From an optimization exercise on the open Yosys and OpenROAD flow, aimed at small area; shortcuts taken in it are not production practice. Only simulation tests tie the RTL to the original design; equivalence was not proved. In every run shown here, the design's own scripts or RTL, not TritonCTS, make the clock network. The flow treats the clock pin as an ideal source. Dropping or thinning the clock tree relies on that and would not hold on a real chip. Power is estimated from default activity; no workload was simulated.

==> design.v <==
module transmitter
(
    input tx_en,
    input [7:0] data,
    input arst_n,
    input rst,
    input clk,
    output TX,
    output busy,
    output reg done
);
localparam [13:0] BAUD_LOAD = 14'b10101010101010;
localparam [13:0] BAUD_LAST = 14'b10010011111001;
reg [13:0] baud;
wire tick = (baud == BAUD_LAST);
reg [9:0] frame;
reg fin;  
wire upper_zero = ~|frame[9:1];
wire sending = ~upper_zero | frame[0];
wire last = upper_zero & frame[0];
wire start = ~sending & ~fin & tx_en;  
assign TX = frame[0] | upper_zero;
assign busy = sending | (~fin & tx_en);
wire keep = arst_n & ~rst;
wire f_load = start & keep;
wire f_shift = tick & keep;
wire f_hold = ~tick & keep;
always @(posedge clk) begin
    if (start | tick)
        baud <= BAUD_LOAD;
    else
        baud <= {~baud[12:0], baud[13] ^ baud[12]};
end
always @(posedge clk) begin
    frame <= ({10{f_load}} & {1'b1, data, 1'b0})
           | ({10{f_shift}} & {1'b0, frame[9:1]})
           | ({10{f_hold}} & frame);
    fin <= f_shift & last;
    done <= keep & (done | fin);
end
endmodule
module receiver
(
    input clk,
    input rst,
    input arst_n,
    input rx_en,
    input RX,
    output busy,
    output reg done,
    output reg err,
    output [7:0] data
);
localparam [13:0] BAUD_LOAD  = 14'b10101010101010;
localparam [13:0] BAUD_START = 14'b10101010101011;
localparam [13:0] BAUD_LAST  = 14'b10010011111001;
localparam [3:0] S_IDLE = 4'd0;
localparam [3:0] S_FIRST = 4'd5;
localparam [3:0] S_FIN = 4'd15;
reg [13:0] baud;
reg [3:0] st;
reg [9:0] sipo;
reg rx_s1, rx_s2;  
wire tick = (baud == BAUD_LAST);
wire idle = (st == S_IDLE);
wire fin = (st == S_FIN);
wire receiving = ~idle & ~fin;
wire start = idle & rx_s2 & ~rx_s1 & rx_en;
wire sample = receiving & tick;
assign busy = receiving | start;
assign data = sipo[7:0];
wire keep = arst_n & ~rst;
wire s_shift = sample & keep;
wire s_hold = ~sample & keep;
always @(posedge clk) begin
    rx_s1 <= RX | rst;
    rx_s2 <= rx_s1 | rst;
end
always @(posedge clk) begin
    if (start)
        baud <= BAUD_START;
    else if (tick)
        baud <= BAUD_LOAD;
    else
        baud <= {~baud[12:0], baud[13] ^ baud[12]};
end
always @(posedge clk) begin
    if (~keep)
        st <= S_IDLE;
    else if (start)
        st <= S_FIRST;
    else if (sample | fin)
        st <= st + 4'd1;
    sipo <= ({10{s_shift}} & {RX, sipo[9:1]}) | ({10{s_hold}} & sipo);
    done <= keep & (done | (fin & sipo[9]));
    err <= keep & (err | (fin & ~sipo[9]));
end
endmodule
module APB
(
    input PCLK,
    input PRESETn,
    input [31:0] PADDR,
    input PSEL,
    input PENABLE,
    input PWRITE,
    input [31:0] PWDATA,
    output reg [31:0] PRDATA,
    output PREADY
);
reg [31:0] CTRL_REG;  
reg [31:0] TX_DATA;
reg acc;
assign PREADY = acc;
wire tx;
wire tx_busy, tx_done;
transmitter transmitter_UART
(
    .tx_en(CTRL_REG[0]),
    .data(TX_DATA[7:0]),
    .arst_n(PRESETn),
    .rst(CTRL_REG[1]),
    .clk(PCLK),
    .TX(tx),
    .busy(tx_busy),
    .done(tx_done)
);
wire rx_busy, rx_done, rx_err;
wire [7:0] rx_data_wire;
receiver receiver_UART
(
    .clk(PCLK),
    .rst(CTRL_REG[3]),
    .arst_n(PRESETn),
    .rx_en(CTRL_REG[2]),
    .RX(tx),
    .busy(rx_busy),
    .done(rx_done),
    .err(rx_err),
    .data(rx_data_wire)
);
wire hi_zero = ~|PADDR[31:2];
wire sel0 = hi_zero & (PADDR[1:0] == 2'd0);
wire sel1 = hi_zero & (PADDR[1:0] == 2'd1);
wire sel2 = hi_zero & (PADDR[1:0] == 2'd2);
wire sel3 = hi_zero & (PADDR[1:0] == 2'd3);
wire wr = acc & PWRITE;
wire ctrl_load = wr & sel0 & PRESETn;
wire ctrl_hold = ~(wr & sel0) & PRESETn;
wire txd_load = wr & sel2 & PRESETn;
wire txd_hold = ~(wr & sel2) & PRESETn;
always @(posedge PCLK) begin
    acc <= PRESETn & ~acc & PSEL & PENABLE;
    CTRL_REG <= ({32{ctrl_load}} & PWDATA) | ({32{ctrl_hold}} & CTRL_REG);
    TX_DATA <= ({32{txd_load}} & PWDATA) | ({32{txd_hold}} & TX_DATA);
end
always @(*) begin
    PRDATA = ({32{sel0}} & CTRL_REG)
           | ({32{sel2}} & TX_DATA)
           | ({32{sel1}} & {27'b0, rx_err, rx_done, rx_busy, tx_done, tx_busy})
           | ({32{sel3}} & {24'b0, rx_data_wire});
end
endmodule
==> flow/run.sh <==
#!/bin/bash
# Layout flow: the standard flow (standard.sh) with three changes.
#  1. After the standard synthesis, the combinational logic is mapped again
#     by ABC for area (flow/remap.ys, flow/remap.abc). The flip-flops of the
#     standard synthesis are kept: same cells, same names.
#  2. Port buffers use the smallest buffer cell.
#  3. The clock tree is built by flow/clock_tree.tcl: the clock port drives
#     one root buffer, which drives a few leaf buffers, each at the centre of
#     the flip-flops it clocks (no dummy loads).
set -euo pipefail
here=$(pwd)
plat=$FLOW_HOME/platforms/$FLOW_PLATFORM
res=$here/orfs/results/$FLOW_PLATFORM/APB/base
lib=$plat/lib/sky130_fd_sc_hd__tt_025C_1v80.lib
YOSYS=$(command -v yosys || echo $FLOW_HOME/../tools/install/yosys/bin/yosys)
OPENROAD=$(command -v openroad || echo $FLOW_HOME/../tools/install/OpenROAD/bin/openroad)
export BUFFER_PORTS_ARGS="-buffer_cell sky130_fd_sc_hd__buf_1"
source flow/settings.sh

bash standard.sh synth > synth.log 2>&1
cp $res/1_2_yosys.v $here/1_2_yosys.std.v
dontuse=$(sed -n '/DONT_USE_CELLS/,/^$/p' $plat/config.mk | grep -o 'sky130_fd_sc_hd__[a-z0-9_]*' | sed 's/^/-dont_use /' | tr '\n' ' ')
sed -e "s#@LIB@#$lib#g" -e "s#@IN@#$here/1_2_yosys.std.v#" -e "s#@OUT@#$res/1_2_yosys.v#" \
    -e "s#@ABC@#$here/flow/remap.abc#" -e "s#@DONTUSE@#$dontuse#" flow/remap.ys > remap_run.ys
$YOSYS -l remap.log -q remap_run.ys > /dev/null 2>&1
python3 flow/downsize.py $res/1_2_yosys.v $lib > downsize.log 2>&1
rm -f $res/1_synth.odb $res/1_synth.sdc
bash standard.sh synth > synth_odb.log 2>&1
bash standard.sh place > place.log 2>&1
RES=$res PLAT=$plat $OPENROAD -no_init -exit flow/clock_tree.tcl > cts.log 2>&1
bash standard.sh finish > finish.log 2>&1
==> flow/clock_tree.tcl <==
# Clock tree: the clock port drives one root buffer; the root drives a few
# leaf buffers, each placed at the centre of a group of flip-flops it clocks.
# Reads 3_place.odb, writes 4_1_cts.odb and 4_cts.sdc.
# env: RES (results folder), PLAT (platform folder), LEAVES, ROOT_BUF, LEAF_BUF
set plat $::env(PLAT)
set res $::env(RES)
read_lef $plat/lef/sky130_fd_sc_hd.tlef
read_lef $plat/lef/sky130_fd_sc_hd_merged.lef
read_liberty $plat/lib/sky130_fd_sc_hd__tt_025C_1v80.lib
read_db $res/3_place.odb
read_sdc $res/3_place.sdc
source $plat/setRC.tcl

set db [ord::get_db]
set block [ord::get_db_block]
set clk [$block findNet PCLK]
set root_m [$db findMaster $::env(ROOT_BUF)]
set leaf_m [$db findMaster $::env(LEAF_BUF)]
set nleaf $::env(LEAVES)

# sinks: every instance pin on the clock net
set sinks {}
foreach it [$clk getITerms] {
  set inst [$it getInst]
  set bb [$inst getBBox]
  lappend sinks [list $it [expr ([$bb xMin] + [$bb xMax]) / 2] [expr ([$bb yMin] + [$bb yMax]) / 2]]
}
set n [llength $sinks]
puts "clock sinks: $n"

# k-means on sink positions, seeded along the x axis
set sorted [lsort -real -index 1 $sinks]
set cents {}
for {set k 0} {$k < $nleaf} {incr k} {
  set s [lindex $sorted [expr int(($k + 0.5) * $n / $nleaf)]]
  lappend cents [list [lindex $s 1] [lindex $s 2]]
}
for {set iter 0} {$iter < 30} {incr iter} {
  set groups {}
  for {set k 0} {$k < $nleaf} {incr k} { lappend groups {} }
  foreach s $sinks {
    set best 0; set bd 1e18
    for {set k 0} {$k < $nleaf} {incr k} {
      set c [lindex $cents $k]
      set d [expr abs([lindex $s 1] - [lindex $c 0]) + abs([lindex $s 2] - [lindex $c 1])]
      if {$d < $bd} { set bd $d; set best $k }
    }
    lset groups $best [concat [lindex $groups $best] [list $s]]
  }
  set cents {}
  foreach g $groups {
    set sx 0; set sy 0
    foreach s $g { set sx [expr $sx + [lindex $s 1]]; set sy [expr $sy + [lindex $s 2]] }
    set m [llength $g]
    if {$m == 0} { set m 1 }
    lappend cents [list [expr int($sx / $m)] [expr int($sy / $m)]]
  }
}

proc add_buf {block master name x y innet} {
  set inst [odb::dbInst_create $block $master $name]
  $inst setLocation [expr $x - [$master getWidth] / 2] [expr $y - [$master getHeight] / 2]
  $inst setPlacementStatus PLACED
  set out [odb::dbNet_create $block ${name}_net]
  $out setSigType CLOCK
  [$inst findITerm A] connect $innet
  [$inst findITerm X] connect $out
  return $out
}

# root at the centre of the leaves
set rx 0; set ry 0
foreach c $cents { set rx [expr $rx + [lindex $c 0]]; set ry [expr $ry + [lindex $c 1]] }
set rx [expr int($rx / $nleaf)]; set ry [expr int($ry / $nleaf)]
foreach s $sinks { [lindex $s 0] disconnect }
set rootnet [add_buf $block $root_m clkbuf_root $rx $ry $clk]
for {set k 0} {$k < $nleaf} {incr k} {
  set g [lindex $groups $k]
  if {[llength $g] == 0} { continue }
  set c [lindex $cents $k]
  if {$nleaf == 1} {
    set net $rootnet
  } else {
    set net [add_buf $block $leaf_m clkbuf_leaf_$k [lindex $c 0] [lindex $c 1] $rootnet]
  }
  puts "leaf $k: [llength $g] sinks"
  foreach s $g { [lindex $s 0] connect $net }
}

set_propagated_clock [all_clocks]
detailed_placement
check_placement -verbose
estimate_parasitics -placement
set m 0
foreach p [get_pins -hierarchical */CLK] {
  set sl [get_property $p slew_max]
  if {$sl > $m} { set m $sl }
}
puts "max flip-flop clock slew (placement estimate): $m"
report_clock_skew
report_checks -path_delay min -format end -group_path_count 3
report_checks -path_delay max -format end -group_path_count 3
write_db $res/4_1_cts.odb
write_sdc -no_timestamp $res/4_cts.sdc
==> flow/downsize.py <==
#!/usr/bin/env python3
"""Swap every combinational cell of a mapped netlist for the smallest drive
strength of the same cell (same function and pins). Flip-flops are kept."""
import re, sys
netlist, lib = sys.argv[1], sys.argv[2]
text = open(lib).read()
area = {}
for m in re.finditer(r'cell\s*\(\s*"?sky130_fd_sc_hd__(\w+?)"?\s*\)\s*\{', text):
    a = re.search(r'\n\s*area\s*:\s*([\d.]+)', text[m.end():m.end() + 4000])
    if a:
        area[m.group(1)] = float(a.group(1))
dont = set(sys.argv[3].split()) if len(sys.argv) > 3 else set()
def smallest(cell):
    base = re.sub(r'_\d+$', '', cell)
    cands = [c for c in area if re.sub(r'_\d+$', '', c) == base
             and 'sky130_fd_sc_hd__' + c not in dont]
    return min(cands, key=lambda c: (area[c], c)) if cands else cell
seq = re.compile(r'^(df|edf|sdf|sedf|dl|ebuf|einv|conb|clkdly|dlygate|dlymetal)')
src = open(netlist).read()
n = 0
def sub(m):
    global n
    cell = m.group(1)
    if seq.match(cell):
        return m.group(0)
    s = smallest(cell)
    if s != cell:
        n += 1
    return 'sky130_fd_sc_hd__' + s + m.group(2)
src = re.sub(r'sky130_fd_sc_hd__(\w+)(\s+\S+\s*\()', sub, src)
open(netlist, 'w').write(src)
print(f"downsize: {n} cells swapped")
==> flow/remap.abc <==
strash
balance -l
resub -K 6 -l
rewrite -l
resub -K 6 -N 2 -l
refactor -l
resub -K 8 -l
balance -l
resub -K 8 -N 2 -l
rewrite -l
resub -K 10 -l
rewrite -z -l
resub -K 10 -N 2 -l
balance -l
resub -K 12 -l
refactor -z -l
resub -K 12 -N 2 -l
rewrite -z -l
balance -l
balance -l
resub -K 6 -l
rewrite -l
resub -K 6 -N 2 -l
refactor -l
resub -K 8 -l
balance -l
resub -K 8 -N 2 -l
rewrite -l
resub -K 10 -l
rewrite -z -l
resub -K 10 -N 2 -l
balance -l
resub -K 12 -l
refactor -z -l
resub -K 12 -N 2 -l
rewrite -z -l
balance -l
dch -f
map -a
mfs2
strash
dch -f
map -a
mfs2
strash
dch -f
map -a
mfs2
strash
dch -f
map -a
topo
==> flow/remap.ys <==
# Re-map the combinational logic of the standard synthesis for area. The
# flip-flop cells (and so their names, count and types) are kept as they are.
read_liberty -ignore_miss_func -ignore_miss_dir -ignore_miss_data_latch @LIB@
read_verilog @IN@
hierarchy -top APB
setattr -mod -set keep_hierarchy 1 sky130_fd_sc_hd__df*
flatten
delete t:$scopeinfo
opt_clean -purge
abc -liberty @LIB@ @DONTUSE@ -script @ABC@
opt_clean -purge
setundef -zero
hilomap -singleton -hicell sky130_fd_sc_hd__conb_1 HI -locell sky130_fd_sc_hd__conb_1 LO
splitnets
opt_clean -purge
stat -liberty @LIB@
select APB
write_verilog -noattr -nohex -nodec -selected @OUT@
==> flow/settings.sh <==
# clock tree shape (flow/clock_tree.tcl)
export LEAVES=6
export ROOT_BUF=sky130_fd_sc_hd__clkbuf_16
export LEAF_BUF=sky130_fd_sc_hd__clkbuf_16
==> standard.sh <==
#!/bin/bash
# synth_recipe.tcl (not shown) runs the flow's synth.tcl, then flattens the netlist and writes it again
# the make line also repeats each setting of config.mk as NAME=value (left out here)
make -C /OpenROAD-flow-scripts/flow DESIGN_CONFIG=/design/flow/config.mk WORK_HOME=/design/flow/orfs CLKGATE_MAP_FILE= SYNTH_SCRIPT=/design/flow/synth_recipe.tcl "${@:-finish}"
==> config.mk <==
export PLATFORM = sky130hd
export DESIGN_NAME = APB
export DESIGN_NICKNAME = APB
export VERILOG_FILES = /design/flow/design.v
export SDC_FILE = /design/flow/constraint.sdc
export NUM_CORES = 4
export LEC_CHECK = 0
export CAP_MARGIN = 20
export CORE_MARGIN = 2
export CORE_UTILIZATION = 40
export PLACE_DENSITY = 0.6
export SLEW_MARGIN = 20
==> constraint.sdc <==
create_clock -name core_clock -period 10.0 [get_ports {PCLK}]
set_input_delay 2.0000 -clock core_clock [delete_from_list [all_inputs] [get_ports {PCLK}]]
set_output_delay 2.0000 -clock core_clock [all_outputs]
set_load 0.01 [all_outputs]
==> results of run 1 <==
-- cell type report --
class | instances | area (µm²)
Fill cell | 1133 | 5618
Buffer | 7 | 175.2
Timing Repair Buffer | 107 | 424.2
Multi-Input combinational cell | 396 | 1898
Tap cell | 140 | 175.2
Inverter | 36 | 135.1
Sequential cell | 123 | 2462
-- sequential cells by signal, summed over array words and instances (netlist names) --
name	cells
transmitter_UART.fin	1
receiver_UART.baud	14
receiver_UART.done	1
transmitter_UART.done	1
transmitter_UART.baud	14
receiver_UART.err	1
transmitter_UART.frame	10
receiver_UART.st	4
receiver_UART.rx_s1	1
receiver_UART.rx_s2	1
acc	1
receiver_UART.sipo	10
CTRL_REG	32
TX_DATA	32
-- stage by stage --
stage / setup slack (ps) / std cells / power, mW / hold WS (ps) / utilization
2_1_floorplan: 4289 / 555 / 0.5696 / 366.5 / -
3_3_place_gp: 4436 / 802 / 0.5972 / 374.0 / 0.4679
3_5_place_dp: 4372 / 802 / 0.5991 / 379.4 / 0.4679
5_1_grt: 4270 / 809 / 0.9027 / 418.1 / 0.4840
6_report: 4387 / 809 / 0.8617 / 393.5 / 0.4840
-- routing by layer --
layer  wire length [µm]  vias to the layer above  global-route usage
met3                631                       17             0.02905
met1               5080                     1903              0.2441
met5                  0                        -                   0
li1                   -                     2122                   -
met4                219                        0             0.03797
met2               5345                       89              0.3408
-- power by group through the flow --
stage | Combinational [mW] | Clock (mW) | Sequential [mW]
floorplan | 0.0363 | 0 | 0.533
global placement | 0.0611 | 0 | 0.536
detailed placement | 0.0623 | 0 | 0.537
global route | 0.0706 | 0.303 | 0.529
finish | 0.0612 | 0.275 | 0.525
-- worst max-delay path by stage --
stage          startpoint   endpoint  slack [ps]  cells past startpoint
2_1_floorplan   PADDR[14]  PRDATA[0]        4290                      4
3_3_place_gp    PADDR[11]  PRDATA[0]        4440                      7
3_5_place_dp    PADDR[11]  PRDATA[0]        4370                      7
5_1_grt         PADDR[14]  PRDATA[0]        4270                      7
6_report        PADDR[11]  PRDATA[5]        4390                      7
-- worst register-to-register path: cells and delay by family, from the launching register on --
family | cells | cell delay, ps
and+or+nand+nor | 6 | 1410
buffers and inverters | 5 | 700
DFF | 1 | 380
AOI/OAI and AO/OA | 1 | 140
==> flow_metrics.env, run 1 <==
export IMPL_grt_pass1_vias=4100
export IMPL_finish_instance_area_mm2=0.005270
export IMPL_vias=4131
export IMPL_drc=0
export IMPL_gp_congestion=0.7759
export IMPL_drive_gt1_frac=0.02541
export IMPL_first_pass_iters=4
export IMPL_cp_max_fo=32
export IMPL_boundaryPins=102
export IMPL_cp_arrival_ps=3610
export IMPL_grt_usage=0.1907
export IMPL_max_freq_ghz=0.1781
export IMPL_ir_drop_mv=0.1036
export IMPL_r2r_slack_ps=7330
export IMPL_finalWirelength_mm=11.28
export IMPL_fin_nets=740
export IMPL_die_x_um=109.8
export IMPL_clock_latency_ps=350
export IMPL_fin_crit_sh=0.5613
export IMPL_setup_viol=0
export IMPL_worstMarginPinSlew_ps=926.6
export IMPL_antenna_found_initial=0
export IMPL_netlist_instances=555
export IMPL_switchingPower_mw=0.2020
export IMPL_relSlewSlack=0.3800
export IMPL_fp_row_count=38
export IMPL_n_antenna_cell=0
export IMPL_fp_dieH_um=109.8
export IMPL_syn_area_per_cell_um2=8.064
export IMPL_rsz0062_at_grt="no"
export IMPL_grt_max_degree=52
export IMPL_slew_viol_final=0
export IMPL_required_ps=8000
export IMPL_seq_power_share=0.610
export IMPL_leakagePower_nw=1.768
export IMPL_end_kind="output pin"
export IMPL_hold_viol=0
export IMPL_power_density_mw_per_mm2=163.5
export IMPL_area_growth_pct=17.75
export IMPL_hold_path_class="reg2reg"
export IMPL_wl_per_cell_um=13.94
export IMPL_min_delay_start="receiver_UART.baud[8]"
export IMPL_mostFrequentLayoutCells="nand2_1 (158), dfxtp_1 (123), buf_1 (101)"
export IMPL_critPathTopFamily="simple AND/OR/NAND/NOR gates"
export IMPL_post_dp_hpwl_mm=7.563
export IMPL_critPathKind="in2out"
export IMPL_io_buffers=101
export IMPL_final_common_cell="nand2_1"
export IMPL_status="complete, no violations"
export IMPL_crit_top_cell="buf_1"
export IMPL_cap_violations=0
export IMPL_reg2reg_depth=12
export IMPL_viasPerCell=5.106
export IMPL_placed_cell_area_mm2=0.005095
export IMPL_slowest_stage="or4_1"
export IMPL_timing_rr_start="receiver_UART.st[0]"
export IMPL_final_antenna_net_count=0
export IMPL_start_util=0.4111
export IMPL_cp_num_buf_inv=3
export IMPL_p_comb_frac=0.071
export IMPL_core_mm2=0.01089
export IMPL_clockPowerShare=0.319
export IMPL_internal_power_mw=0.6597
export IMPL_syn_nets=624
export IMPL_rr_endpoint="receiver_UART.st[1]"
export IMPL_setup_tns_ps=0
export IMPL_swShare=0.2344
export IMPL_die_area_mm2=0.01205
export IMPL_drtIter0Drc=217
export IMPL_grt_first_pass_wirelength_mm=18.94
export IMPL_holdPathStages=1
export IMPL_clkSlewWorstSetupHoldPaths_ps=80
export IMPL_ys_warn_count=3
export IMPL_start_kind="input pin"
export IMPL_finalClockSkew_ps=22.35
export IMPL_cp_cell_sequence="buf_1, or4_1, nor3_1, nand2_1, buf_4, a21oi_1, buf_1"
export IMPL_cpPeakStageDelay_ps=510
export IMPL_hold_end="receiver_UART.baud[9]"
export IMPL_period_needed_ps=5613
export IMPL_overflow=0
export IMPL_syn_cell_area_mm2=0.004476
==> run 2: changes to the inputs <==
==> flow/run.sh (replaced) <==
#!/bin/bash
# Layout flow: the standard flow (standard.sh) with three changes.
#  1. Synthesis is the standard synthesis (synth_recipe.tcl) except that
#     ABC's final technology mapping runs an area script (flow/area.abc)
#     instead of ORFS's speed script (flow/my_synth.tcl); flip-flops, their
#     names and cells are those of the standard synthesis. Combinational
#     cells are then set to their smallest drive strength (flow/downsize.py);
#     later timing repair upsizes where needed.
#  2. Port buffers use the smallest buffer cell.
#  3. The clock tree is built by flow/clock_tree.tcl: the clock port drives
#     one root buffer, which drives a few leaf buffers, each at the centre of
#     the flip-flops it clocks (no dummy loads).
# Each tool's output goes to a log file of its own in this folder.
set -euo pipefail
here=$(pwd)
plat=$FLOW_HOME/platforms/$FLOW_PLATFORM
res=$here/orfs/results/$FLOW_PLATFORM/APB/base
lib=$plat/lib/sky130_fd_sc_hd__tt_025C_1v80.lib
OPENROAD=$(command -v openroad || echo $FLOW_HOME/../tools/install/OpenROAD/bin/openroad)
export BUFFER_PORTS_ARGS="-buffer_cell sky130_fd_sc_hd__buf_1"
source flow/settings.sh

sed -e "s#@AREA_ABC@#$here/flow/area.abc#" -e "s#@FLOW_SYNTH@#$here/synth_recipe.tcl#" \
    flow/my_synth.tcl > $here/my_synth.tcl
sed -e "s#SYNTH_SCRIPT=[^ ]*#SYNTH_SCRIPT=$here/my_synth.tcl#" standard.sh > $here/my_standard.sh
bash my_standard.sh $res/1_2_yosys.v > synth.log 2>&1
cp $res/1_2_yosys.v $here/1_2_yosys.abc.v
python3 flow/downsize.py $res/1_2_yosys.v $lib > downsize.log 2>&1
bash standard.sh synth > synth_odb.log 2>&1
bash standard.sh place > place.log 2>&1
RES=$res PLAT=$plat $OPENROAD -no_init -exit flow/clock_tree.tcl > cts.log 2>&1
bash standard.sh finish > finish.log 2>&1
==> flow/area.abc (new file) <==
strash
&get -n
&st
&dch -f
&nf -a -R 1000
&put
topo
==> flow/my_synth.tcl (new file) <==
# The standard synthesis (synth_recipe.tcl) with one change: the final
# ABC technology mapping runs the area script flow/area.abc instead of
# ORFS's speed script. Everything before it (and so every flip-flop, its
# name and its cell) is the standard synthesis's.
proc abc {args} {
  set i [lsearch -exact $args -script]
  if {$i >= 0} { lset args [expr {$i + 1}] {@AREA_ABC@} }
  yosys abc {*}$args
}
source {@FLOW_SYNTH@}
removed: flow/remap.abc
removed: flow/remap.ys
==> run 2 against run 1 <==
- sequential power shrank 6.7%
- combinational power is 65% lower
- synthesized cell count shrank 30%
- critical path type unchanged
- flip-flop and latch count unchanged
- critical path depth unchanged
- total power decreased by 9.7%
- final area down 4.4%
==> flow_metrics.env, run 2 <==
export IMPL_gp_congestion=0.7801
export IMPL_start_util=0.4101
export IMPL_boundaryPins=102
export IMPL_synth_most_common_cell="dfxtp_1"
export IMPL_synth_ff_type="dfxtp_1"
export IMPL_syn_nets=464
export IMPL_grt_pass1_vias=3446
export IMPL_clkSlewWorstSetupHoldPaths_ps=70
export IMPL_yosysTopAreaCell="dfxtp_1"
export IMPL_largestRegisters="CTRL_REG (32), TX_DATA (32)"
export IMPL_grt_max_degree=35
export IMPL_post_dp_hpwl_mm=6.614
export IMPL_syn_cell_area_mm2=0.004234
export IMPL_synth_compound_gate_area_share=0.2518
export IMPL_status="complete, no violations"
export IMPL_leakagePower_nw=1.990
export IMPL_drc=0
export IMPL_synth_top_area_share=0.5816
export IMPL_setup_tns_ps=0
export IMPL_die_area_mm2=0.01142
export IMPL_relSlewSlack=0.3960
export IMPL_io_buffers=101
export IMPL_critPathTopFamily="simple AND/OR/NAND/NOR gates"
export IMPL_start_kind="input pin"
export IMPL_core_mm2=0.01032
export IMPL_netlist_instances=391
export IMPL_timing_rr_start="receiver_UART.baud[1]"
export IMPL_total_power_mw=0.7779
export IMPL_worstSetupStartpoint="PADDR[17]"
export IMPL_wl_per_cell_um=15.40
export IMPL_finalClockSkew_ps=38.42
export IMPL_cp_cell_sequence="buf_1, nor4_1, nand4_1, nor4_1, a222oi_1, nand2_1, buf_1"
export IMPL_synth_edf_count=0
export IMPL_viasPerCell=5.385
export IMPL_n_antenna_cell=0
export IMPL_slowest_stage="nor4_1"
export IMPL_overflow=0
export IMPL_dp_cells=635
export IMPL_setup_viol=0
export IMPL_critPathKind="in2out"
export IMPL_ir_drop_mv=0.1114
export IMPL_cpPeakStageDelay_ps=780
export IMPL_area_growth_pct=18.97
export IMPL_ys_warn_count=3
export IMPL_grt_first_pass_wirelength_mm=16.81
export IMPL_drtIter0Drc=179
export IMPL_synth_mux_area_frac=0
export IMPL_antenna_found_initial=0
export IMPL_synth_fa_ha_area_frac=0.01182
export IMPL_cp_max_fo=5
export IMPL_rsz0062_at_grt="no"
export IMPL_synthSimpleGateAreaFrac=0.1418
export IMPL_cp_arrival_ps=3850
export IMPL_cap_violations=0
export IMPL_power_density_mw_per_mm2=154.4
export IMPL_vias=3457
export IMPL_end_kind="output pin"
export IMPL_min_delay_start="transmitter_UART.baud[10]"
export IMPL_worstMarginPinSlew_ps=897.8
export IMPL_mostFrequentLayoutCells="dfxtp_1 (123), buf_1 (101), a22o_1 (98)"
export IMPL_placed_cell_area_mm2=0.004862
export IMPL_max_freq_ghz=0.1708
export IMPL_ys_top_cells_by_area="dfxtp_1 (58%), a22o_1 (20%), nand2_1 (4.3%)"
export IMPL_finish_instance_area_mm2=0.005037
export IMPL_yosys_register_bits=123
export IMPL_finalWirelength_mm=9.884
export IMPL_drive_gt1_frac=0.03953
export IMPL_synth_cell_types=31
export IMPL_final_antenna_net_count=0
export IMPL_cp_num_buf_inv=2
export IMPL_period_needed_ps=5854
export IMPL_required_ps=8000
export IMPL_hold_viol=0
export IMPL_synth_xor_area_frac=0.004137
export IMPL_first_pass_iters=4
export IMPL_fin_nets=581
export IMPL_clock_latency_ps=360
export IMPL_synth_top_family_by_area="compound AO/OA/AOI/OAI gates"
export IMPL_hold_path_class="reg2reg"
export IMPL_die_x_um=106.9
export IMPL_ys_top_cells_by_count="dfxtp_1 (123), a22o_1 (98), nand2_1 (49)"
export IMPL_grt_usage=0.1736
export IMPL_fp_row_count=37
export IMPL_ys_async_sr_fraction=0
export IMPL_final_common_cell="dfxtp_1"
export IMPL_fp_dieH_um=106.9
export IMPL_seq_area_frac_synth=0.5816
export IMPL_fin_crit_sh=0.5854
export IMPL_syn_area_per_cell_um2=10.83
export IMPL_instances_no_fill=642
export IMPL_slew_viol_final=0
## run 2: path summary, 6_finish.rpt
path                          endpoint  slack [ps]  cells past startpoint
max reg2reg      receiver_UART.sipo[9]        7760                      7
max                          PRDATA[3]        4150                      7
min reg2reg  transmitter_UART.baud[11]         380                      1
min          transmitter_UART.baud[11]         380                      1
## run 2: through the flow
stage | utilization | hold slack [ps] | setup WS [ps]
floorplan | - | 352.7 | 2418
global placement | 0.4710 | 358.3 | 4128
detailed placement | 0.4710 | 365.9 | 4186
global route | 0.4879 | 402.7 | 3790
finish | 0.4879 | 380.0 | 4146
## run 2: layout make-up
class                           count  area, µm²
Buffer                              7      175.2
Tap cell                          136      170.2
Inverter                           10      37.54
Timing Repair Buffer              108      431.7
Fill cell                        1000       5286
Sequential cell                   123       2462
Multi-Input combinational cell    258       1760
## run 2: kinds of logic after synthesis
group                    after synthesis
AND/OR/NAND/NOR                      126
AO/OA/AOI/OAI                        126
buffers and inverters                 10
flip-flops                           123
adder cells (fa/ha/maj)                4
XOR/XNOR                               2
## run 2: power by group
group	leakage [nW]	internal [mW]	switching, mW
sequential	0.997	0.490	0.000275
combinational	0.907	0.00767	0.0138
clock	0.0863	0.125	0.141
## run 2: worst reg2reg max path, stage by stage, from the launching register on
cell and delay, ps:
dfxtp_1 310, and4b_1 240, nand4b_1 90, nor4_1 520
nand2_1 160, nor2_1 580, o21ai_0 180, nand2_1 100
## run 2: metal layers
metal	part of all wire	vias to the layer above	track usage
met5	0	-	0
met4	0.0087	0	0.02041
met3	0.062	5	0.03587
met2	0.47	69	0.2985
met1	0.46	1653	0.2325
li1	-	1730	-
==> run 3: changes to the inputs <==
--- a/design.v
+++ b/design.v
@@ -14,17 +14,18 @@
 reg [13:0] baud;
 wire tick = (baud == BAUD_LAST);
 reg [9:0] frame;
-reg fin;  
 wire upper_zero = ~|frame[9:1];
-wire sending = ~upper_zero | frame[0];
+wire fin = frame[9] & frame[0];
+wire sending = (~upper_zero | frame[0]) & ~fin;
 wire last = upper_zero & frame[0];
-wire start = ~sending & ~fin & tx_en;  
+wire start = upper_zero & ~frame[0] & tx_en;
 assign TX = frame[0] | upper_zero;
 assign busy = sending | (~fin & tx_en);
 wire keep = arst_n & ~rst;
 wire f_load = start & keep;
-wire f_shift = tick & keep;
-wire f_hold = ~tick & keep;
+wire f_shift = tick & ~fin & keep;
+wire f_hold = ~tick & ~fin & keep;
+wire f_last = tick & last & keep;
 always @(posedge clk) begin
     if (start | tick)
         baud <= BAUD_LOAD;
@@ -34,8 +35,8 @@
 always @(posedge clk) begin
     frame <= ({10{f_load}} & {1'b1, data, 1'b0})
            | ({10{f_shift}} & {1'b0, frame[9:1]})
-           | ({10{f_hold}} & frame);
-    fin <= f_shift & last;
+           | ({10{f_hold}} & frame)
+           | {f_last, 8'b0, f_last};
     done <= keep & (done | fin);
 end
 endmodule
@@ -55,8 +56,8 @@
 localparam [13:0] BAUD_START = 14'b10101010101011;
 localparam [13:0] BAUD_LAST  = 14'b10010011111001;
 localparam [3:0] S_IDLE = 4'd0;
-localparam [3:0] S_FIRST = 4'd5;
-localparam [3:0] S_FIN = 4'd15;
+localparam [3:0] S_FIRST = 4'b0001;
+localparam [3:0] S_FIN = 4'b0111;
 reg [13:0] baud;
 reg [3:0] st;
 reg [9:0] sipo;
@@ -89,8 +90,10 @@
         st <= S_IDLE;
     else if (start)
         st <= S_FIRST;
-    else if (sample | fin)
-        st <= st + 4'd1;
+    else if (fin)
+        st <= S_IDLE;
+    else if (sample)
+        st <= {st[2:0], st[3] ^ st[2]};
     sipo <= ({10{s_shift}} & {RX, sipo[9:1]}) | ({10{s_hold}} & sipo);
     done <= keep & (done | (fin & sipo[9]));
     err <= keep & (err | (fin & ~sipo[9]));
--- a/flow/clock_tree.tcl
+++ b/flow/clock_tree.tcl
@@ -35,25 +35,35 @@
   set s [lindex $sorted [expr int(($k + 0.5) * $n / $nleaf)]]
   lappend cents [list [lindex $s 1] [lindex $s 2]]
 }
+set cap [expr {int(ceil(double($n) / $nleaf)) + 1}]
 for {set iter 0} {$iter < 30} {incr iter} {
-  set groups {}
-  for {set k 0} {$k < $nleaf} {incr k} { lappend groups {} }
-  foreach s $sinks {
-    set best 0; set bd 1e18
+  # capacity-limited assignment: closest (sink, centre) pairs first
+  set pairs {}
+  for {set i 0} {$i < $n} {incr i} {
+    set s [lindex $sinks $i]
     for {set k 0} {$k < $nleaf} {incr k} {
       set c [lindex $cents $k]
-      set d [expr abs([lindex $s 1] - [lindex $c 0]) + abs([lindex $s 2] - [lindex $c 1])]
-      if {$d < $bd} { set bd $d; set best $k }
+      lappend pairs [list [expr {abs([lindex $s 1] - [lindex $c 0]) + abs([lindex $s 2] - [lindex $c 1])}] $i $k]
     }
-    lset groups $best [concat [lindex $groups $best] [list $s]]
+  }
+  set pairs [lsort -real -index 0 $pairs]
+  set done [lrepeat $n 0]
+  set fill [lrepeat $nleaf 0]
+  set groups [lrepeat $nleaf {}]
+  foreach p $pairs {
+    lassign $p d i k
+    if {[lindex $done $i] || [lindex $fill $k] >= $cap} { continue }
+    lset done $i 1
+    lset fill $k [expr {[lindex $fill $k] + 1}]
+    lset groups $k [concat [lindex $groups $k] [list [lindex $sinks $i]]]
   }
   set cents {}
   foreach g $groups {
     set sx 0; set sy 0
-    foreach s $g { set sx [expr $sx + [lindex $s 1]]; set sy [expr $sy + [lindex $s 2]] }
+    foreach s $g { set sx [expr {$sx + [lindex $s 1]}]; set sy [expr {$sy + [lindex $s 2]}] }
     set m [llength $g]
     if {$m == 0} { set m 1 }
-    lappend cents [list [expr int($sx / $m)] [expr int($sy / $m)]]
+    lappend cents [list [expr {int($sx / $m)}] [expr {int($sy / $m)}]]
   }
 }
 
--- a/config.mk
+++ b/config.mk
@@ -7,6 +7,6 @@
 export LEC_CHECK = 0
 export CAP_MARGIN = 20
 export CORE_MARGIN = 2
-export CORE_UTILIZATION = 40
-export PLACE_DENSITY = 0.6
+export CORE_UTILIZATION = 60
+export PLACE_DENSITY = 0.75
 export SLEW_MARGIN = 20
==> run 3 against run 2 <==
- combinational power increased by 3%
- synthesized area decreased by 0.89%
- sequential share of layout area increased by 0.50 points
- clock skew decreased by 19 ps
- register-to-register slack got worse by 190 ps
- setup slack improved by 92 ps
- critical path depth increased by 1
- flip-flop and latch count decreased by 1
- maximum frequency increased by 1.6%
- total power increased by 0.32%
- final area decreased by 1.8%
- sequential power decreased by 0.8%
- largest cell class unchanged
- largest power group unchanged
==> flow_metrics.env, run 3 <==
export IMPL_mostFrequentLayoutCells="dfxtp_1 (122), buf_1 (101), a22o_1 (97)"
export IMPL_start_kind="input pin"
export IMPL_status="complete, no violations"
export IMPL_clock_latency_ps=340
export IMPL_start_util=0.6177
export IMPL_power_density_mw_per_mm2=157.8
export IMPL_core_mm2=0.006794
export IMPL_switchingPower_mw=0.1616
export IMPL_final_antenna_net_count=0
export IMPL_leakagePower_nw=1.963
export IMPL_vias=3549
export IMPL_gp_congestion=0.8438
export IMPL_io_buffers=101
export IMPL_area_growth_pct=17.86
export IMPL_post_dp_hpwl_mm=6.716
export IMPL_ys_warn_count=3
export IMPL_die_x_um=87.63
export IMPL_worstMarginPinSlew_ps=1106
export IMPL_drc=0
export IMPL_syn_nets=459
export IMPL_die_area_mm2=0.007679
export IMPL_synth_edf_count=0
export IMPL_fin_nets=575
export IMPL_drtIter0Drc=197
export IMPL_wl_per_cell_um=16.69
export IMPL_cp_arrival_ps=3760
export IMPL_n_antenna_cell=0
export IMPL_grt_usage=0.2523
export IMPL_synth_ff_type="dfxtp_1"
export IMPL_overflow=0
export IMPL_final_common_cell="dfxtp_1"
export IMPL_viasPerCell=5.935
export IMPL_fin_crit_sh=0.5762
export IMPL_max_freq_ghz=0.1735
export IMPL_slew_viol_final=0
export IMPL_setup_viol=0
export IMPL_ys_async_sr_fraction=0
export IMPL_syn_area_per_cell_um2=10.82
export IMPL_clkSlewWorstSetupHoldPaths_ps=80
export IMPL_internal_power_mw=0.6188
export IMPL_rsz0062_at_grt="no"
export IMPL_finalWirelength_mm=9.980
export IMPL_required_ps=8000
export IMPL_utilization=0.7280
export IMPL_finish_instance_area_mm2=0.004946
export IMPL_fp_dieH_um=87.63
export IMPL_grt_first_pass_wirelength_mm=15.99
export IMPL_yosys_register_bits=122
export IMPL_p_comb_frac=0.028
export IMPL_setup_tns_ps=0
export IMPL_swShare=0.2071
export IMPL_cp_max_fo=34
export IMPL_seq_power_share=0.622
export IMPL_netlist_instances=388
export IMPL_critPathKind="in2out"
export IMPL_grt_pass1_vias=3462
export IMPL_grt_max_degree=35
export IMPL_ir_drop_mv=0.2110
export IMPL_finalClockSkew_ps=19.74
export IMPL_period_needed_ps=5762
export IMPL_syn_cell_area_mm2=0.004197
export IMPL_seq_area_frac_synth=0.5820
export IMPL_synth_most_common_cell="dfxtp_1"
export IMPL_hold_viol=0
export IMPL_largestRegisters="CTRL_REG (32), TX_DATA (32)"
export IMPL_clockPowerShare=0.349
export IMPL_end_kind="output pin"
export IMPL_relSlewSlack=0.2610
export IMPL_cap_violations=0
export IMPL_yosysTopAreaCell="dfxtp_1"
export IMPL_synth_cell_types=35
export IMPL_ys_top_cells_by_count="dfxtp_1 (122), a22o_1 (97), nand2_1 (49)"
export IMPL_fp_row_count=30
export IMPL_first_pass_iters=4
export IMPL_hold_path_class="reg2reg"
export IMPL_antenna_found_initial=0
export IMPL_drive_gt1_frac=0.03785
export IMPL_boundaryPins=102
export IMPL_placed_cell_area_mm2=0.004771
export IMPL_fill_cells=533
export IMPL_ys_top_cells_by_area="dfxtp_1 (58%), a22o_1 (20%), nand2_1 (4.4%)"
export IMPL_synth_top_area_share=0.5820
export IMPL_holdWs_ps=383.1
[run 3: cell count changes after synthesis, sizes merged, moves of 2 or more]
cell    before  now
a222oi       8    4
nor3         3    8
ha           4    2
xor2         2    0
a22oi        8   16
clkinv      10    7
nor4        12    9
or4          0    2
o21ai        5    2
[run 3: logic make-up after synthesis]
| kind of cell | after synthesis | synth area share |
|---|---|---|
| AO/OA/AOI/OAI | 128 | 0.2579 |
| XOR/XNOR | 1 | 0.002087 |
| buffers and inverters | 7 | 0.006262 |
| flip-flops | 122 | 0.5820 |
| adder cells (fa/ha/maj) | 2 | 0.005962 |
| AND/OR/NAND/NOR | 128 | 0.1458 |
[run 3: power groups by stage]
stage,clock (mW),combinational [mW],sequential [mW]
after global routing,0.290,0.0244,0.486
after floorplan,0,0.00563,0.497
after detailed placement,0,0.0219,0.497
after global placement,0,0.0212,0.497
final,0.272,0.0222,0.486
[run 3: final cells by class]
type / instances / area, µm² / share of cell area
timing repair buffer: 107 / 424.2 / 0.08576
multi-input combinational: 259 / 1758 / 0.3554
tap: 96 / 120.1 / 0.02429
sequential: 122 / 2442 / 0.4938
buffer: 7 / 175.2 / 0.03542
inverter: 7 / 26.28 / 0.005312
[run 3: metrics by stage]
| step | worst slack [ps] | cells | power, mW |
|---|---|---|---|
| finish | 4238 | 598 | 0.7804 |
| global route | 4039 | 598 | 0.7998 |
| detailed placement | 4245 | 591 | 0.5191 |
| global placement | 4333 | 591 | 0.5184 |
| floorplan | 2116 | 388 | 0.5028 |
[run 3: final timing paths]
kind	to	start	slack [ps]	cells past startpoint
worst min-delay path	transmitter_UART.baud[3]	transmitter_UART.baud[2]	380	1
worst min register to register	transmitter_UART.baud[3]	transmitter_UART.baud[2]	380	1
worst max register to register	receiver_UART.sipo[5]	receiver_UART.baud[8]	7570	6
worst max-delay path	PRDATA[0]	PADDR[17]	4240	8
[run 3: critical path, stage by stage]
cell and delay (ps):
buf_1 70, nor4_1 310, nand4_1 240, nor4b_2 310, buf_4 400, a222oi_1 180, nand2_1 100, buf_1 150
[run 3: routing by layer]
metal | global-route usage | part of all wire | up-vias
met4 | 0.07133 | 0.015 | 0
li1 | - | - | 1725
met1 | 0.3294 | 0.43 | 1699
met2 | 0.4373 | 0.49 | 109
met3 | 0.03582 | 0.060 | 16
met5 | 0 | 0 | -
==> run 4: changes to the inputs <==
==> flow/settings.sh (replaced) <==
# clock tree shape (flow/clock_tree.tcl)
export LEAVES=5
export ROOT_BUF=sky130_fd_sc_hd__clkbuf_16
export LEAF_BUF=sky130_fd_sc_hd__clkbuf_16
--- a/config.mk
+++ b/config.mk
@@ -7,6 +7,6 @@
 export LEC_CHECK = 0
 export CAP_MARGIN = 20
 export CORE_MARGIN = 2
-export CORE_UTILIZATION = 60
-export PLACE_DENSITY = 0.75
+export CORE_UTILIZATION = 75
+export PLACE_DENSITY = 0.9
 export SLEW_MARGIN = 20
==> run 4 against run 3 <==
- still clean
- core utilization up 17 points
- maximum frequency down 0.57%
- sequential power about the same
- hold slack better by 3.4 ps
- critical path type unchanged
- largest cell class unchanged
- highest routed layer unchanged
==> flow_metrics.env, run 4 <==
export IMPL_status="complete, no violations"
export IMPL_required_ps=8000
export IMPL_period_needed_ps=5796
export IMPL_syn_cell_area_mm2=0.004197
export IMPL_grt_pass1_vias=3844
export IMPL_yosysTopAreaCell="dfxtp_1"
export IMPL_leakagePower_nw=1.951
export IMPL_viasPerCell=6.714
export IMPL_ys_async_sr_fraction=0
export IMPL_syn_nets=459
export IMPL_core_mm2=0.005439
export IMPL_timing_rr_start="receiver_UART.baud[3]"
export IMPL_fin_nets=574
export IMPL_max_freq_ghz=0.1725
export IMPL_synth_ff_type="dfxtp_1"
export IMPL_final_common_cell="dfxtp_1"
export IMPL_total_power_mw=0.7553
export IMPL_overflow=0
export IMPL_seq_area_frac_synth=0.5820
export IMPL_fp_row_count=27
export IMPL_relSlewSlack=0.2715
export IMPL_yosys_register_bits=122
export IMPL_gp_congestion=0.8620
export IMPL_hold_path_class="reg2reg"
export IMPL_grt_usage=0.3633
export IMPL_die_area_mm2=0.006209
export IMPL_cap_violations=0
export IMPL_largestRegisters="CTRL_REG (32), TX_DATA (32)"
export IMPL_fin_crit_sh=0.5796
export IMPL_slew_viol_final=0
export IMPL_ir_drop_mv=0.1787
export IMPL_drc=0
export IMPL_clkSlewWorstSetupHoldPaths_ps=90
export IMPL_fp_dieH_um=78.80
export IMPL_syn_area_per_cell_um2=10.82
export IMPL_first_pass_iters=10
export IMPL_wl_per_cell_um=19.97
export IMPL_setup_tns_ps=0
export IMPL_synth_edf_count=0
export IMPL_setup_viol=0
export IMPL_rsz0062_at_grt="no"
export IMPL_netlist_instances=388
export IMPL_finalClockSkew_ps=16.96
export IMPL_io_buffers=101
export IMPL_finalWirelength_mm=11.44
export IMPL_ys_top_cells_by_area="dfxtp_1 (58%), a22o_1 (20%), nand2_1 (4.4%)"
export IMPL_drive_gt1_frac=0.03593
export IMPL_ys_top_cells_by_count="dfxtp_1 (122), a22o_1 (97), nand2_1 (49)"
export IMPL_final_antenna_net_count=0
export IMPL_critPathKind="in2out"
export IMPL_worstMarginPinSlew_ps=1090
export IMPL_worstSetupStartpoint="PADDR[25]"
export IMPL_hold_viol=0
export IMPL_post_dp_hpwl_mm=7.204
export IMPL_grt_first_pass_wirelength_mm=18.39
export IMPL_vias=3847
export IMPL_drtIter0Drc=465
export IMPL_cp_arrival_ps=3800
export IMPL_power_density_mw_per_mm2=154.4
export IMPL_cp_max_fo=34
export IMPL_synth_most_common_cell="dfxtp_1"
export IMPL_ys_warn_count=3
export IMPL_synth_cell_types=35
export IMPL_r2r_slack_ps=7280
export IMPL_grt_max_degree=35
export IMPL_antenna_found_initial=0
export IMPL_synth_top_area_share=0.5820
export IMPL_start_util=0.7716
export IMPL_fill_cells=258
export IMPL_endpoint="PRDATA[0]"
export IMPL_end_kind="output pin"
export IMPL_rr_endpoint="receiver_UART.sipo[9]"
export IMPL_reg2reg_depth=7
export IMPL_start_kind="input pin"
export IMPL_n_antenna_cell=0
export IMPL_mostFrequentLayoutCells="dfxtp_1 (122), buf_1 (101), a22o_1 (97)"
export IMPL_boundaryPins=102
export IMPL_die_x_um=78.80
export IMPL_clock_latency_ps=330
export IMPL_area_growth_pct=16.55
[run 4: changes by cell type in the layout (fill, tap and decap cells not counted)]
cell,change
clkbuf_16,-1
[run 4: cell type report]
cell class	instances	area (µm²)	share of cell area
well taps	72	90.09	0.01842
inverters	7	26.28	0.005372
multi-input cells	259	1758	0.3594
repair buffers	107	424.2	0.08672
flip-flops and latches	122	2442	0.4994
plain buffers	6	150.1	0.03070
[run 4: where the power goes]
part	internal (mW)	switching (mW)	total [mW]
logic	0.00771	0.0151	0.0228
registers	0.486	0.000292	0.486
clock network	0.108	0.138	0.247
total	0.602	0.154	0.755
[run 4: cell families after synthesis]
family / after synthesis / synth area share
buffers and inverters: 7 / 0.006262
adder cells (fa/ha/maj): 2 / 0.005962
flip-flops: 122 / 0.5820
AND/OR/NAND/NOR: 128 / 0.1458
AO/OA/AOI/OAI: 128 / 0.2579
XOR/XNOR: 1 / 0.002087
[run 4: worst min path at each step]
stage / start / cells past startpoint / slack [ps] / end
floorplan: receiver_UART.baud[2] / 1 / 350 / receiver_UART.baud[3]
global placement: transmitter_UART.baud[0] / 1 / 360 / transmitter_UART.baud[1]
finish: transmitter_UART.baud[10] / 1 / 390 / transmitter_UART.baud[11]
detailed placement: receiver_UART.baud[8] / 1 / 360 / receiver_UART.baud[9]
global route: receiver_UART.baud[8] / 1 / 400 / receiver_UART.baud[9]
[run 4: critical path, cell delays in order]
cell and delay (ps):
buf_1 70, nor4_1 300, nand4_1 230, nor4b_2 300, buf_4 400, a222oi_1 210, nand2_1 110, buf_1 160
[run 4: metrics by stage]
step | util | std cells | instance area, µm² | hold slack [ps] | worst slack, ps
6_report | 0.8992 | 573 | 4891 | 386.5 | 4204
3_5_place_dp | 0.8716 | 567 | 4741 | 364.4 | 4280
2_1_floorplan | - | 388 | 4197 | 352.7 | 2116
3_3_place_gp | 0.8716 | 567 | 4741 | 358.4 | 4370
5_1_grt | 0.8992 | 573 | 4891 | 403.6 | 3957
[run 4: metal layers]
metal / global-route usage / share of wire
met1: 0.4573 / 0.39
met2: 0.6479 / 0.52
met3: 0.04659 / 0.069
met4: 0.1175 / 0.024
met5: 0 / 0
==> run 5: changes to the inputs <==
==> flow/area.abc (replaced) <==
strash
&get -n
&st
&dch -f
&nf -a -R 1000
&put
mfs2
strash
&get -n
&st
&dch -f
&nf -a -R 1000
&put
topo
==> flow/settings.sh (replaced) <==
# clock tree shape (flow/clock_tree.tcl)
export LEAVES=5
export ROOT_BUF=sky130_fd_sc_hd__clkbuf_4
export LEAF_BUF=sky130_fd_sc_hd__clkbuf_16
--- a/config.mk
+++ b/config.mk
@@ -7,6 +7,6 @@
 export LEC_CHECK = 0
 export CAP_MARGIN = 20
 export CORE_MARGIN = 2
-export CORE_UTILIZATION = 75
-export PLACE_DENSITY = 0.9
+export CORE_UTILIZATION = 65
+export PLACE_DENSITY = 0.8
 export SLEW_MARGIN = 20
==> run 5 against run 4 <==
- clock power down 7%
- hold slack about the same
- sequential power up 23%
- synthesized cell count up 1.3%
- critical path depth unchanged
- core utilization down 12 points
- maximum frequency down 6.6%
- register-to-register slack better by 280 ps
- die area up 14%
- final area down 0.49%
- sequential share of layout area up 0.24 points
- global-route usage down 10 points
- largest power group unchanged
==> flow_metrics.env, run 5 <==
export IMPL_yosysTopAreaCell="dfxtp_1"
export IMPL_syn_cell_area_mm2=0.004187
export IMPL_ys_warn_count=3
export IMPL_netlist_instances=393
export IMPL_ys_top_cells_by_count="dfxtp_1 (122), a22o_1 (97), nand2_1 (57)"
export IMPL_grt_first_pass_wirelength_mm=15.90
export IMPL_slew_viol_final=0
export IMPL_fp_row_count=29
export IMPL_die_area_mm2=0.007099
export IMPL_fp_dieH_um=84.26
export IMPL_final_antenna_net_count=0
export IMPL_yosys_register_bits=122
export IMPL_period_needed_ps=6205
export IMPL_leakagePower_nw=1.943
export IMPL_vias=3598
export IMPL_seq_area_frac_synth=0.5834
export IMPL_synth_most_common_cell="dfxtp_1"
export IMPL_overflow=0
export IMPL_drtIter0Drc=270
export IMPL_hold_viol=0
export IMPL_fin_nets=579
export IMPL_viasPerCell=6.172
export IMPL_synth_edf_count=0
export IMPL_die_x_um=84.26
export IMPL_syn_nets=464
export IMPL_synth_ff_type="dfxtp_1"
export IMPL_boundaryPins=102
export IMPL_finalClockSkew_ps=7.626
export IMPL_dp_cells=577
export IMPL_wl_per_cell_um=16.31
export IMPL_layout_setup_ws_ps=3795
export IMPL_clkSlewWorstSetupHoldPaths_ps=80
export IMPL_cp_max_fo=5
export IMPL_cap_violations=0
export IMPL_hold_path_class="reg2reg"
export IMPL_mostFrequentLayoutCells="dfxtp_1 (122), buf_1 (101), a22o_1 (97)"
export IMPL_io_buffers=101
export IMPL_power_density_mw_per_mm2=189.2
export IMPL_holdWs_ps=386.0
export IMPL_antenna_found_initial=0
export IMPL_rr_endpoint="receiver_UART.sipo[9]"
export IMPL_endpoint="PRDATA[0]"
export IMPL_max_freq_ghz=0.1612
export IMPL_fin_crit_sh=0.6205
export IMPL_core_mm2=0.006277
export IMPL_final_common_cell="dfxtp_1"
export IMPL_ys_top_cells_by_area="dfxtp_1 (58%), a22o_1 (20%), nand2_1 (5.1%)"
export IMPL_place_ws_ps=3907
export IMPL_r2r_slack_ps=7560
export IMPL_required_ps=8000
export IMPL_setup_viol=0
export IMPL_grt_max_degree=34
export IMPL_area_growth_pct=16.26
export IMPL_relSlewSlack=0.5261
export IMPL_synth_cell_types=28
export IMPL_syn_area_per_cell_um2=10.65
export IMPL_gp_congestion=0.8277
export IMPL_critPathKind="in2out"
export IMPL_start_util=0.6669
export IMPL_largestRegisters="CTRL_REG (32), TX_DATA (32)"
export IMPL_worstSetupStartpoint="PADDR[5]"
export IMPL_rsz0062_at_grt="no"
export IMPL_drc=0
export IMPL_worstMarginPinSlew_ps=709.3
export IMPL_timing_rr_start="receiver_UART.baud[8]"
export IMPL_end_kind="output pin"
export IMPL_synth_top_area_share=0.5834
export IMPL_first_pass_iters=5
export IMPL_finalWirelength_mm=9.507
export IMPL_holdPathStages=1
export IMPL_n_antenna_cell=0
export IMPL_cp_arrival_ps=4210
export IMPL_grt_usage=0.2628
export IMPL_start_kind="input pin"
export IMPL_reg2reg_depth=7
export IMPL_setup_tns_ps=0
export IMPL_clock_latency_ps=440
export IMPL_instances_no_fill=583
export IMPL_ir_drop_mv=0.2148
export IMPL_drive_gt1_frac=0.03557
export IMPL_status="complete, no violations"
export IMPL_ys_async_sr_fraction=0
export IMPL_grt_pass1_vias=3340
export IMPL_post_dp_hpwl_mm=6.322
run 5: changes by cell type after synthesis, sizes merged, moves of 2 or more:
cell,previous run,this run
nand3b,1,3
nor2,33,37
a222oi,4,8
a22oi,16,8
nand2,49,57
run 5: logic make-up (layout without fill, tap and decap cells):
family                     Yosys count  after routing  synth area share
and+or+nand+nor                    139            139            0.1539
AOI/OAI and AO/OA                  122            122            0.2484
DFF                                122            122            0.5834
buffers and inverters                7            120          0.006277
adders and majority gates            2              2          0.005976
xor gates and xnor gates             1              1          0.002092
run 5: where the power goes:
group / internal (mW) / switching, mW / total (mW) / leakage [nW]
clock network: 0.0936 / 0.135 / 0.229 / 0.0662
logic: 0.0444 / 0.0506 / 0.0950 / 0.868
registers: 0.559 / 0.0385 / 0.597 / 1.01
total: 0.697 / 0.224 / 0.921 / 1.94
run 5: critical path, stage by stage:
cell	delay, ps
buf_1	60
or4_1	500
nor3_1	220
nand4_1	250
nor3b_1	670
a222oi_1	200
nand2_1	140
buf_1	170
run 5: metrics by stage:
stage	util	instance area [µm²]	power (mW)
2_1_floorplan	-	4187	0.6608
3_3_place_gp	0.7542	4735	0.6940
3_5_place_dp	0.7542	4735	0.7025
5_1_grt	0.7754	4867	0.9627
6_report	0.7754	4867	0.9209
run 5: final cells by class:
cell class                 instances  area, µm²
timing repair buffer             107      424.2
fill                             452       1410
inverter                           7      26.28
buffer                             6      132.6
tap                               77      96.34
multi-input combinational        264       1745
sequential                       122       2442
run 5: how the worst min path moves through the flow:
stage	startpoint	to	slack (ps)
2_1_floorplan	receiver_UART.baud[2]	receiver_UART.baud[3]	350
3_3_place_gp	transmitter_UART.baud[6]	transmitter_UART.baud[7]	360
3_5_place_dp	receiver_UART.baud[8]	receiver_UART.baud[9]	360
5_1_grt	receiver_UART.baud[10]	receiver_UART.baud[11]	410
6_report	transmitter_UART.baud[8]	transmitter_UART.baud[9]	390
run 5: per-layer routing:
layer / routed length [µm] / GRT usage
met4: 127 / 0.03666
met2: 4547 / 0.4452
met3: 514 / 0.02262
met1: 4318 / 0.3796
met5: 0 / 0
==> run 6: changes to the inputs <==
--- a/design.v
+++ b/design.v
@@ -56,8 +56,8 @@
 localparam [13:0] BAUD_START = 14'b10101010101011;
 localparam [13:0] BAUD_LAST  = 14'b10010011111001;
 localparam [3:0] S_IDLE = 4'd0;
-localparam [3:0] S_FIRST = 4'b0001;
-localparam [3:0] S_FIN = 4'b0111;
+localparam [3:0] S_FIRST = 4'd13;
+localparam [3:0] S_FIN = 4'd2;
 reg [13:0] baud;
 reg [3:0] st;
 reg [9:0] sipo;
--- a/config.mk
+++ b/config.mk
@@ -5,8 +5,8 @@
 export SDC_FILE = /design/flow/constraint.sdc
 export NUM_CORES = 4
 export LEC_CHECK = 0
-export CAP_MARGIN = 20
+export CAP_MARGIN = 0
 export CORE_MARGIN = 2
 export CORE_UTILIZATION = 65
 export PLACE_DENSITY = 0.8
-export SLEW_MARGIN = 20
+export SLEW_MARGIN = 0
==> run 6 against run 5 <==
- combinational power rose by 4.1%
- wire length is 6.7% higher
- setup slack improved by 62 ps
- critical path type unchanged
- largest cell class unchanged
- still clean on timing, DRC and antenna
- core utilization fell by 0.24 points
- sequential share of layout area rose by 0.16 points
- sequential power about the same
- synthesized cell count fell by 2.5%
==> flow_metrics.env, run 6 <==
export IMPL_status="complete, no violations"
export IMPL_syn_cell_area_mm2=0.004172
export IMPL_ir_drop_mv=0.1933
export IMPL_synth_ff_type="dfxtp_1"
export IMPL_largestRegisters="CTRL_REG (32), TX_DATA (32)"
export IMPL_finalWirelength_mm=10.14
export IMPL_viasPerCell=6.223
export IMPL_start_kind="input pin"
export IMPL_multi_input_area_mm2=0.001693
export IMPL_worstSetupStartpoint="PADDR[5]"
export IMPL_ys_warn_count=3
export IMPL_drive_gt1_frac=0.03629
export IMPL_netlist_instances=383
export IMPL_final_antenna_net_count=0
export IMPL_vias=3566
export IMPL_drtIter0Drc=325
export IMPL_hold_path_class="reg2reg"
export IMPL_cp_arrival_ps=4140
export IMPL_rr_endpoint="transmitter_UART.frame[8]"
export IMPL_slew_viol_final=0
export IMPL_yosys_register_bits=122
export IMPL_fp_row_count=29
export IMPL_grt_first_pass_wirelength_mm=16.64
export IMPL_overflow=0
export IMPL_die_area_mm2=0.007074
export IMPL_min_delay_start="transmitter_UART.baud[6]"
export IMPL_hold_viol=0
export IMPL_dp_cells=567
export IMPL_regArea_mm2=0.002442
export IMPL_boundaryPins=102
export IMPL_synth_xor_area_frac=0
export IMPL_first_pass_iters=6
export IMPL_clock_latency_ps=440
export IMPL_cp_max_fo=5
export IMPL_synth_top_area_share=0.5855
export IMPL_instances_no_fill=573
export IMPL_die_x_um=84.11
export IMPL_drc=0
export IMPL_fin_crit_sh=0.6143
export IMPL_grt_usage=0.2780
export IMPL_r2r_slack_ps=7990
export IMPL_required_ps=8000
export IMPL_fp_dieH_um=84.11
export IMPL_synth_cell_types=27
export IMPL_ys_top_cells_by_area="dfxtp_1 (59%), a22o_1 (21%), a222oi_1 (3.6%)"
export IMPL_period_needed_ps=6143
export IMPL_gp_congestion=0.8468
export IMPL_mostFrequentLayoutCells="dfxtp_1 (122), buf_1 (101), a22o_1 (98)"
export IMPL_finalClockSkew_ps=14.23
export IMPL_cap_violations=0
export IMPL_fill_cells=457
export IMPL_ys_async_sr_fraction=0
export IMPL_start_util=0.6645
export IMPL_leakagePower_nw=1.894
export IMPL_cpPeakStageDelay_ps=640
export IMPL_end_kind="output pin"
export IMPL_io_buffers=101
export IMPL_seq_area_frac_synth=0.5855
export IMPL_grt_pass1_vias=3537
export IMPL_relSlewSlack=0.4806
export IMPL_cp_cell_sequence="buf_1, or4_1, nor3_1, nand4_1, nor3b_1, o311ai_0, nand3_1, buf_1"
export IMPL_ys_top_cells_by_count="dfxtp_1 (122), a22o_1 (98), nand2_1 (36)"
export IMPL_synth_fa_ha_area_frac=0.008998
export IMPL_critPathKind="in2out"
export IMPL_syn_area_per_cell_um2=10.89
export IMPL_setup_viol=0
export IMPL_worstMarginPinSlew_ps=771.0
export IMPL_n_antenna_cell=0
export IMPL_synth_mux_area_frac=0
export IMPL_syn_nets=455
export IMPL_slowest_stage="nor3b_1"
export IMPL_crit_top_cell="buf_1"
export IMPL_yosysTopAreaCell="dfxtp_1"
export IMPL_clkSlewWorstSetupHoldPaths_ps=100
export IMPL_reg2reg_depth=7
export IMPL_final_common_cell="dfxtp_1"
export IMPL_post_dp_hpwl_mm=6.792
export IMPL_hold_end="transmitter_UART.baud[7]"
export IMPL_synth_most_common_cell="dfxtp_1"
export IMPL_timing_rr_start="transmitter_UART.frame[4]"
export IMPL_wl_per_cell_um=17.70
export IMPL_area_growth_pct=16.32
export IMPL_antenna_found_initial=0
export IMPL_core_mm2=0.006277
export IMPL_power_density_mw_per_mm2=192.0
export IMPL_holdPathStages=1
export IMPL_setup_tns_ps=0
export IMPL_fin_nets=570
export IMPL_synthSimpleGateAreaFrac=0.1251
export IMPL_synth_edf_count=0
export IMPL_synth_top_family_by_area="compound AO/OA/AOI/OAI gates"
export IMPL_max_freq_ghz=0.1628
export IMPL_rsz0062_at_grt="no"
export IMPL_synth_compound_gate_area_share=0.2651
export IMPL_grt_max_degree=34
[run 6: how the worst max path moves through the flow]
stage	cells after the start	to
floorplan	7	TX_DATA[0]
global placement	8	PRDATA[0]
detailed placement	8	PRDATA[0]
global route	8	PRDATA[0]
finish	8	PRDATA[0]
[run 6: cells by family (layout without fill, tap and decap cells)]
family | count (synthesis) | in the layout
AO/OA/AOI/OAI | 129 | 129
flip-flops | 122 | 122
adder cells (fa/ha/maj) | 3 | 3
AND/OR/NAND/NOR | 112 | 112
buffers and inverters | 17 | 130
[run 6: through the flow]
step                hold WS, ps  instance area (µm²)  setup WS, ps  power (mW)    util
global route              413.0                 4852          3712      0.9757  0.7730
finish                    392.7                 4852          3857      0.9318  0.7730
floorplan                 358.0                 4172          2574      0.6648       -
global placement          362.1                 4720          4018      0.6998  0.7518
detailed placement        367.8                 4720          3929      0.7086  0.7518
[run 6: layer usage]
metal | up-vias | global-route usage | routed length (µm)
li1 | 1718 | - | -
met1 | 1686 | 0.3489 | 4151
met2 | 155 | 0.5152 | 5048
met3 | 7 | 0.04748 | 871
met4 | 0 | 0.03372 | 69
met5 | - | 0 | 0
[run 6: power by group]
group	leakage [nW]	switching [mW]	internal (mW)
Sequential	1.01	0.0404	0.559
Combinational	0.819	0.0528	0.0461
Clock	0.0662	0.139	0.0939
Total	1.89	0.232	0.699
[run 6: cell type report]
| cell class | count | share of cell area |
|---|---|---|
| well taps | 77 | 0.01986 |
| inverters | 17 | 0.01315 |
| repair buffers | 107 | 0.08742 |
| flip-flops and latches | 122 | 0.5034 |
| plain buffers | 6 | 0.02733 |
| multi-input cells | 244 | 0.3489 |
[run 6: worst max-delay path: cells and delay by family]
kind / cells / cell delay [ps]
compound gates: 1 / 260
buf+inv: 2 / 220
simple gates: 5 / 1670
==> run 7: changes to the inputs <==
==> flow/settings.sh (replaced) <==
# clock tree shape (flow/clock_tree.tcl)
export LEAVES=4
export ROOT_BUF=sky130_fd_sc_hd__clkbuf_4
export LEAF_BUF=sky130_fd_sc_hd__clkbuf_16
--- a/config.mk
+++ b/config.mk
@@ -5,8 +5,8 @@
 export SDC_FILE = /design/flow/constraint.sdc
 export NUM_CORES = 4
 export LEC_CHECK = 0
-export CAP_MARGIN = 0
+export CAP_MARGIN = 10
 export CORE_MARGIN = 2
 export CORE_UTILIZATION = 65
 export PLACE_DENSITY = 0.8
-export SLEW_MARGIN = 0
+export SLEW_MARGIN = 10
==> run 7 against run 6 <==
- still clean on timing, DRC and antenna
- sequential power hardly changed
- first-iteration DRC count is 7.1% lower
- register-to-register slack better by 30 ps
- critical path type unchanged
- highest routed layer unchanged
==> flow_metrics.env, run 7 <==
export IMPL_fp_dieH_um=84.11
export IMPL_ys_warn_count=3
export IMPL_overflow=0
export IMPL_status="complete, no violations"
export IMPL_cp_max_fo=5
export IMPL_synth_top_area_share=0.5855
export IMPL_final_antenna_net_count=0
export IMPL_dp_cells=567
export IMPL_start_kind="input pin"
export IMPL_synth_cell_types=27
export IMPL_seq_area_frac_synth=0.5855
export IMPL_syn_area_per_cell_um2=10.89
export IMPL_fin_nets=569
export IMPL_required_ps=8000
export IMPL_drc=0
export IMPL_setup_viol=0
export IMPL_final_common_cell="dfxtp_1"
export IMPL_instances_no_fill=572
export IMPL_syn_nets=455
export IMPL_io_buffers=101
export IMPL_synth_ff_type="dfxtp_1"
export IMPL_grt_max_degree=34
export IMPL_syn_cell_area_mm2=0.004172
export IMPL_utilization=0.7690
export IMPL_drive_gt1_frac=0.03434
export IMPL_place_ws_ps=3929
export IMPL_synth_most_common_cell="dfxtp_1"
export IMPL_drtIter0Drc=302
export IMPL_synth_edf_count=0
export IMPL_relSlewSlack=0.4693
export IMPL_fill_cells=470
export IMPL_setup_tns_ps=0
export IMPL_fp_row_count=29
export IMPL_fin_crit_sh=0.6168
export IMPL_power_density_mw_per_mm2=188.6
export IMPL_ys_top_cells_by_area="dfxtp_1 (59%), a22o_1 (21%), a222oi_1 (3.6%)"
export IMPL_yosysTopAreaCell="dfxtp_1"
export IMPL_grt_usage=0.2752
export IMPL_leakagePower_nw=1.882
export IMPL_post_dp_hpwl_mm=6.792
export IMPL_critPathKind="in2out"
export IMPL_vias=3570
export IMPL_area_growth_pct=15.72
export IMPL_finalClockSkew_ps=13.40
export IMPL_yosys_register_bits=122
export IMPL_hold_viol=0
export IMPL_start_util=0.6645
export IMPL_die_x_um=84.11
export IMPL_clkSlewWorstSetupHoldPaths_ps=110
==> run 7: final timing paths <==
kind	start	end	slack [ps]	depth (start not counted)
hold / removal	transmitter_UART.baud[4]	transmitter_UART.baud[5]	390	1
setup reg to reg	transmitter_UART.frame[4]	transmitter_UART.frame[8]	8020	7
setup / recovery	PADDR[5]	PRDATA[0]	3830	8
hold reg to reg	transmitter_UART.baud[4]	transmitter_UART.baud[5]	390	1
==> run 7: where the power goes <==
| group | total, mW | internal, mW | leakage, nW | switching [mW] |
|---|---|---|---|---|
| Clock | 0.212 | 0.0772 | 0.0539 | 0.135 |
| Sequential | 0.599 | 0.559 | 1.01 | 0.0399 |
| Combinational | 0.0989 | 0.0461 | 0.819 | 0.0527 |
==> run 7: per-stage QoR <==
| step | instance area (µm²) | hold slack, ps | total power [mW] |
|---|---|---|---|
| after floorplan | 4172 | 358.0 | 0.6648 |
| after global placement | 4720 | 362.1 | 0.6998 |
| after detailed placement | 4720 | 367.8 | 0.7086 |
| after global routing | 4827 | 416.7 | 0.9532 |
| final | 4827 | 394.9 | 0.9104 |
==> run 7: layout make-up <==
class / count / area, µm² / share of cell area
Tap cell: 77 / 96.34 / 0.01996
Buffer: 5 / 107.6 / 0.02229
Timing Repair Buffer: 107 / 424.2 / 0.08787
Multi-Input combinational cell: 244 / 1693 / 0.3507
Sequential cell: 122 / 2442 / 0.5060
Inverter: 17 / 63.81 / 0.01322
==> run 7: worst max-delay path, cell delays in order <==
cell and delay [ps]:
buf_1 60, or4_1 510, nor3_1 140, nand4_1 220
nor3b_1 630, o311ai_0 280, nand3_1 160, buf_1 160
==> run 7: per-layer routing <==
| layer | vias to the layer above | GRT usage | part of all wire |
|---|---|---|---|
| li1 | 1710 | - | - |
| met1 | 1727 | 0.3491 | 0.43 |
| met2 | 121 | 0.5029 | 0.49 |
| met3 | 12 | 0.04748 | 0.076 |
| met4 | 0 | 0.03812 | 0.011 |
| met5 | - | 0 | 0 |
==> run 7: logic make-up (layout without fill, tap and decap cells) <==
family	count (synthesis)	after routing	share of synthesized area
AOI/OAI and AO/OA	129	129	0.2651
adders and majority gates	3	3	0.008999
and+or+nand+nor	112	112	0.1251
buffers and inverters	17	129	0.01530
DFF	122	122	0.5855

==> afterwards: timing with drivers on the ports <==
The flow's constraints put no driver on any port. The routed layouts listed below were extracted and timed again, unchanged, in two steps.
Step 1 sets driving cells, clkbuf_16 on the clock port and buf_2 on the other inputs (assumed; they add their load-dependent delay and slew).
Step 2 also shifts input and output timing later by t, the mid clock arrival at the registers, as if the neighbouring blocks saw the same clock.
Three values: ideal, step 1, step 2; two values: the first two.
run | t, ns | setup slack, ns
run 1 | 0.380 | 4.387 / 4.363 / 4.363
run 2 | 0.378 | 4.146 / 4.125 / 4.125
run 3 | 0.368 | 4.238 / 4.218 / 4.218
run 4 | 0.357 | 4.204 / 4.183 / 4.183
run 5 | 0.467 | 3.795 / 3.771 / 3.771
run 6 | 0.465 | 3.857 / 3.831 / 3.831
run 7 | 0.457 | 3.832 / 3.806 / 3.806
After both steps setup and hold are still met in every run listed.
